What follows belongs to an exercise in optimizing a design on an open flow for small area; a production flow would make more cautious choices. In this exercise RTL edits were held to simulation tests only and were not proved equivalent to the original. Power is estimated from default activity; no workload was simulated.

==> flow/design.v <==
module sram_logger(
    input         CLK_48MHZ,
    input         RESET,           
    input         READ_CMD,
    input  [79:0] GEIG_DATA,
    input  [79:0] MAG_DATA,
    input  [31:0] SRAM_D_IN,
    output [17:0] SRAM_A,
    output [3:0]  SRAM_SRBS,
    output        SRAM_CE,
    output        SRAM_WE,
    output        SRAM_OE,
    output [15:0] SRAM_D_OUT,
    output        SRAM_D_OE,
    output [15:0] DATA_READ,
    output [17:0] W_ADDRESS,
    output        W_CHIP_SELECT,
    output [17:0] R_ADDRESS,
    output        R_CHIP_SELECT
);
reg [79:0] geig_prev;
reg [79:0] mag_prev;
reg        read_prev;
reg [7:0]  schedule;      
reg [2:0]  write_count;   
reg [1:0]  phase;         
reg [63:0] data_buffer;   
reg [17:0] w_address;
reg        w_chip_select;
reg [17:0] r_address;
reg        r_chip_select;
reg [17:0] sram_a;
reg        sram_cs;       
reg        sram_wr;       
reg        sram_rd;       
reg [15:0] dread;
reg [15:0] dout;          
reg  started;             
wire geig_new = started ? (GEIG_DATA != geig_prev) : (|GEIG_DATA);
wire mag_new  = started ? (MAG_DATA != mag_prev)   : (|MAG_DATA);
wire read_new = READ_CMD & ~read_prev;
reg [7:0] sched_ins;
always @(*) begin
    sched_ins = schedule;
    if (geig_new) begin
        if (sched_ins[1:0] == 2'b00)      sched_ins[1:0] = 2'd1;
        else if (sched_ins[3:2] == 2'b00) sched_ins[3:2] = 2'd1;
        else if (sched_ins[5:4] == 2'b00) sched_ins[5:4] = 2'd1;
        else                              sched_ins[7:6] = 2'd1;
    end
    if (mag_new) begin
        if (sched_ins[1:0] == 2'b00)      sched_ins[1:0] = 2'd2;
        else if (sched_ins[3:2] == 2'b00) sched_ins[3:2] = 2'd2;
        else if (sched_ins[5:4] == 2'b00) sched_ins[5:4] = 2'd2;
        else                              sched_ins[7:6] = 2'd2;
    end
    if (read_new) begin
        if (sched_ins[1:0] == 2'b00)      sched_ins[1:0] = 2'd3;
        else if (sched_ins[3:2] == 2'b00) sched_ins[3:2] = 2'd3;
        else if (sched_ins[5:4] == 2'b00) sched_ins[5:4] = 2'd3;
        else                              sched_ins[7:6] = 2'd3;
    end
end
wire head_write = sched_ins[0] ^ sched_ins[1];
wire head_read  = sched_ins[0] & sched_ins[1];
wire head_geig  = sched_ins[0];            
wire [79:0] src = head_geig ? GEIG_DATA : MAG_DATA;
wire write_done  = head_write & (write_count == 3'd5);
wire write_word  = head_write & ~write_count[2] | head_write & (write_count == 3'd4);
wire read_drop   = head_read & (r_address == w_address);
wire read_go     = head_read & ~read_drop;
wire write_step3 = write_word & (phase == 2'd2);
wire read_step3  = read_go & (phase == 2'd3);
wire shift       = write_done | read_drop | read_step3;
wire [18:0] addr_inc = {sram_cs, sram_a} + 19'd1;
always @(posedge CLK_48MHZ or negedge RESET) begin
    if (!RESET) begin
        started       <= 1'b0;
        read_prev     <= 1'b0;
        schedule      <= 8'b0;
        write_count   <= 3'b0;
        phase         <= 2'b0;
        w_address     <= 18'b0;
        w_chip_select <= 1'b0;
        r_address     <= 18'b0;
        r_chip_select <= 1'b0;
    end else begin
        started   <= 1'b1;
        read_prev <= READ_CMD;
        schedule  <= shift ? {2'b00, sched_ins[7:2]} : sched_ins;
        if (write_done)
            write_count <= 3'd0;
        else if (write_step3)
            write_count <= write_count + 3'd1;
        if (write_step3 | read_step3)
            phase <= 2'd0;
        else if (write_word | read_go)
            phase <= phase + 2'd1;
        if (write_step3)
            {w_chip_select, w_address} <= addr_inc;
        if (read_step3)
            {r_chip_select, r_address} <= addr_inc;
    end
end
always @(posedge CLK_48MHZ) begin
    geig_prev <= GEIG_DATA;
    mag_prev  <= MAG_DATA;
end
always @(posedge CLK_48MHZ) begin
    if (head_write & (write_count == 3'd0) & (phase == 2'd0))
        data_buffer[15:0] <= src[15:0];
    if (head_write & (write_count == 3'd0) & (phase == 2'd2))
        data_buffer[15:0] <= src[79:64];
    if (head_write & (write_count == 3'd0))
        data_buffer[63:16] <= src[63:16];
end
wire [15:0] write_word_data = (write_count[1:0] == 2'd1) ? data_buffer[31:16] :
                              (write_count[1:0] == 2'd2) ? data_buffer[47:32] :
                              (write_count[1:0] == 2'd3) ? data_buffer[63:48] :
                                                           data_buffer[15:0];
wire [7:0] head = schedule;
wire cyc_write = (head[0] ^ head[1]);
wire cyc_read  = (head[0] & head[1]);
always @(negedge CLK_48MHZ or negedge RESET) begin
    if (!RESET) begin
        sram_a  <= 18'b0;
        sram_wr <= 1'b0;
        sram_rd <= 1'b0;
        dread   <= 16'b0;
        dout    <= 16'b0;
    end else begin
        if (cyc_write & (phase == 2'd1))
            dout <= write_word_data;
        if (phase == 2'd1)
            sram_a <= cyc_read ? r_address : w_address;
        sram_wr <= cyc_write & (phase == 2'd1);
        sram_rd <= cyc_read & (phase == 2'd1 | phase == 2'd2);
        if (cyc_read & (phase == 2'd2))
            dread <= sram_cs ? SRAM_D_IN[31:16] : SRAM_D_IN[15:0];
    end
end
always @(negedge CLK_48MHZ) begin
    if (phase == 2'd1)
        sram_cs <= cyc_read ? r_chip_select : w_chip_select;
end
wire sram_active = sram_wr | sram_rd;
assign SRAM_A        = sram_a;
assign SRAM_SRBS     = {~(sram_active & sram_cs), ~(sram_active & sram_cs),
                        ~(sram_active & ~sram_cs), ~(sram_active & ~sram_cs)};
assign SRAM_CE       = 1'b0;
assign SRAM_WE       = ~sram_wr;
assign SRAM_OE       = ~sram_rd;
assign SRAM_D_OE     = sram_wr;
assign SRAM_D_OUT    = dout;
assign DATA_READ     = dread;
assign W_ADDRESS     = w_address;
assign W_CHIP_SELECT = w_chip_select;
assign R_ADDRESS     = r_address;
assign R_CHIP_SELECT = r_chip_select;
endmodule
clock: 10.0 ns
lec_check: 0
cap_margin: 0
core_margin: 2
core_utilization: 70
slew_margin: 0
standard.sh (not shown) runs the stock make flow with config.mk's settings and CLKGATE_MAP_FILE= SYNTH_SCRIPT=/design/flow/synth_recipe.tcl, a recipe that flattens the netlist after the stock synthesis.
==> flow/flow/run.sh <==
#!/bin/bash
# The standard layout (standard.sh), with these changes:
#  1. after the standard synthesis, the combinational cells are re-mapped by
#     ABC with an area-oriented script (resynth.ys, area.abc); the register
#     instances, their names and cell types are left as the standard synthesis
#     made them;
#  2. the port buffers that ORFS inserts on every input and output are
#     sky130_fd_sc_hd__buf_1 instead of the tool's default pick;
#  3. clock tree synthesis clusters up to 10 flip-flops per clkbuf_4 leaf
#     buffer and adds no dummy loads.
# Each tool's full output goes to a log of its own in this folder:
# synth_make.log, resynth_models.log, resynth.log, layout_make.log (and each
# ORFS step also keeps its log under orfs/logs/).
set -euo pipefail
here=$(pwd)
res=$here/orfs/results/$FLOW_PLATFORM/sram_logger/base
lib=$FLOW_HOME/platforms/$FLOW_PLATFORM/lib/sky130_fd_sc_hd__tt_025C_1v80.lib

bash standard.sh synth > synth_make.log 2>&1
cp "$res/1_2_yosys.v" standard_synth.v

# Function models of the library's combinational cells.
seq=$(awk '/^    cell \(/{c=$2} /^        (ff|latch|statetable) *\(/{print c}' "$lib" | tr -d '"();' | sort -u | tr '\n' ' ')
yosys -l resynth_models.log -p "read_liberty -ignore_miss_func $lib; delete $seq; write_verilog -noattr comb_models.v" > /dev/null 2>&1
dontuse=$(sed -n '/^export DONT_USE_CELLS += /,/^#/p' "$FLOW_HOME/platforms/$FLOW_PLATFORM/config.mk" | grep -o 'sky130_fd_sc_hd__[a-z0-9_]*' | sed 's/^/-dont_use /' | tr '\n' ' ')
printf 'set_driving_cell sky130_fd_sc_hd__buf_1\nset_load 5\n' > abc.constr
sed -e "s#@LIB@#$lib#g" -e "s#@IN@#$here/standard_synth.v#" -e "s#@OUT@#$here/resynth.v#" \
    -e "s#@SCR@#$here/flow/area.abc#" -e "s#@CONSTR@#$here/abc.constr#" -e "s#@DONTUSE@#$dontuse#" \
    -e "s#@MODELS@#$here/comb_models.v#" -e "s#@TOP@#$FLOW_TOP#g" flow/resynth.ys > resynth_run.ys
yosys -l resynth.log -s resynth_run.ys > /dev/null 2>&1
cp resynth.v "$res/1_2_yosys.v"
touch "$res/1_2_yosys.v"

export BUFFER_PORTS_ARGS="-buffer_cell sky130_fd_sc_hd__buf_1"
export CTS_ARGS="-sink_clustering_enable -repair_clock_nets -sink_clustering_size 10 -sink_clustering_max_diameter 50 -buf_list sky130_fd_sc_hd__clkbuf_4 -dont_use_dummy_load"
bash standard.sh finish > layout_make.log 2>&1
Other scripts of this flow, unchanged in this note and not shown: flow/flow/area.abc, flow/flow/resynth.ys
Rerun with:
--- a/flow/design.v
+++ b/flow/design.v
@@ -34,11 +34,10 @@
 reg        sram_wr;       
 reg        sram_rd;       
 reg [15:0] dread;
 reg [15:0] dout;          
-reg  started;             
-wire geig_new = started ? (GEIG_DATA != geig_prev) : (|GEIG_DATA);
-wire mag_new  = started ? (MAG_DATA != mag_prev)   : (|MAG_DATA);
+wire geig_new = (GEIG_DATA != geig_prev);
+wire mag_new  = (MAG_DATA != mag_prev);
 wire read_new = READ_CMD & ~read_prev;
 reg [7:0] sched_ins;
 always @(*) begin
     sched_ins = schedule;
@@ -74,9 +73,10 @@
 wire shift       = write_done | read_drop | read_step3;
 wire [18:0] addr_inc = {sram_cs, sram_a} + 19'd1;
 always @(posedge CLK_48MHZ or negedge RESET) begin
     if (!RESET) begin
-        started       <= 1'b0;
+        geig_prev     <= 80'b0;
+        mag_prev      <= 80'b0;
         read_prev     <= 1'b0;
         schedule      <= 8'b0;
         write_count   <= 3'b0;
         phase         <= 2'b0;
@@ -84,9 +84,10 @@
         w_chip_select <= 1'b0;
         r_address     <= 18'b0;
         r_chip_select <= 1'b0;
     end else begin
-        started   <= 1'b1;
+        geig_prev <= GEIG_DATA;
+        mag_prev  <= MAG_DATA;
         read_prev <= READ_CMD;
         schedule  <= shift ? {2'b00, sched_ins[7:2]} : sched_ins;
         if (write_done)
             write_count <= 3'd0;
@@ -101,19 +102,19 @@
         if (read_step3)
             {r_chip_select, r_address} <= addr_inc;
     end
 end
-always @(posedge CLK_48MHZ) begin
-    geig_prev <= GEIG_DATA;
-    mag_prev  <= MAG_DATA;
-end
-always @(posedge CLK_48MHZ) begin
-    if (head_write & (write_count == 3'd0) & (phase == 2'd0))
-        data_buffer[15:0] <= src[15:0];
-    if (head_write & (write_count == 3'd0) & (phase == 2'd2))
-        data_buffer[15:0] <= src[79:64];
-    if (head_write & (write_count == 3'd0))
-        data_buffer[63:16] <= src[63:16];
+always @(posedge CLK_48MHZ or negedge RESET) begin
+    if (!RESET)
+        data_buffer <= 64'b0;
+    else begin
+        if (head_write & (write_count == 3'd0) & (phase == 2'd0))
+            data_buffer[15:0] <= src[15:0];
+        if (head_write & (write_count == 3'd0) & (phase == 2'd2))
+            data_buffer[15:0] <= src[79:64];
+        if (head_write & (write_count == 3'd0))
+            data_buffer[63:16] <= src[63:16];
+    end
 end
 wire [15:0] write_word_data = (write_count[1:0] == 2'd1) ? data_buffer[31:16] :
                               (write_count[1:0] == 2'd2) ? data_buffer[47:32] :
                               (write_count[1:0] == 2'd3) ? data_buffer[63:48] :
@@ -138,10 +139,12 @@
         if (cyc_read & (phase == 2'd2))
             dread <= sram_cs ? SRAM_D_IN[31:16] : SRAM_D_IN[15:0];
     end
 end
-always @(negedge CLK_48MHZ) begin
-    if (phase == 2'd1)
+always @(negedge CLK_48MHZ or negedge RESET) begin
+    if (!RESET)
+        sram_cs <= 1'b0;
+    else if (phase == 2'd1)
         sram_cs <= cyc_read ? r_chip_select : w_chip_select;
 end
 wire sram_active = sram_wr | sram_rd;
 assign SRAM_A        = sram_a;
Outcome:
- utilization went down by 0.28 points
- clock-buffer cell count went down by 1
- setup slack gains 0.72 ns
- power went up by 1.2%
- via count went down by 7.9%
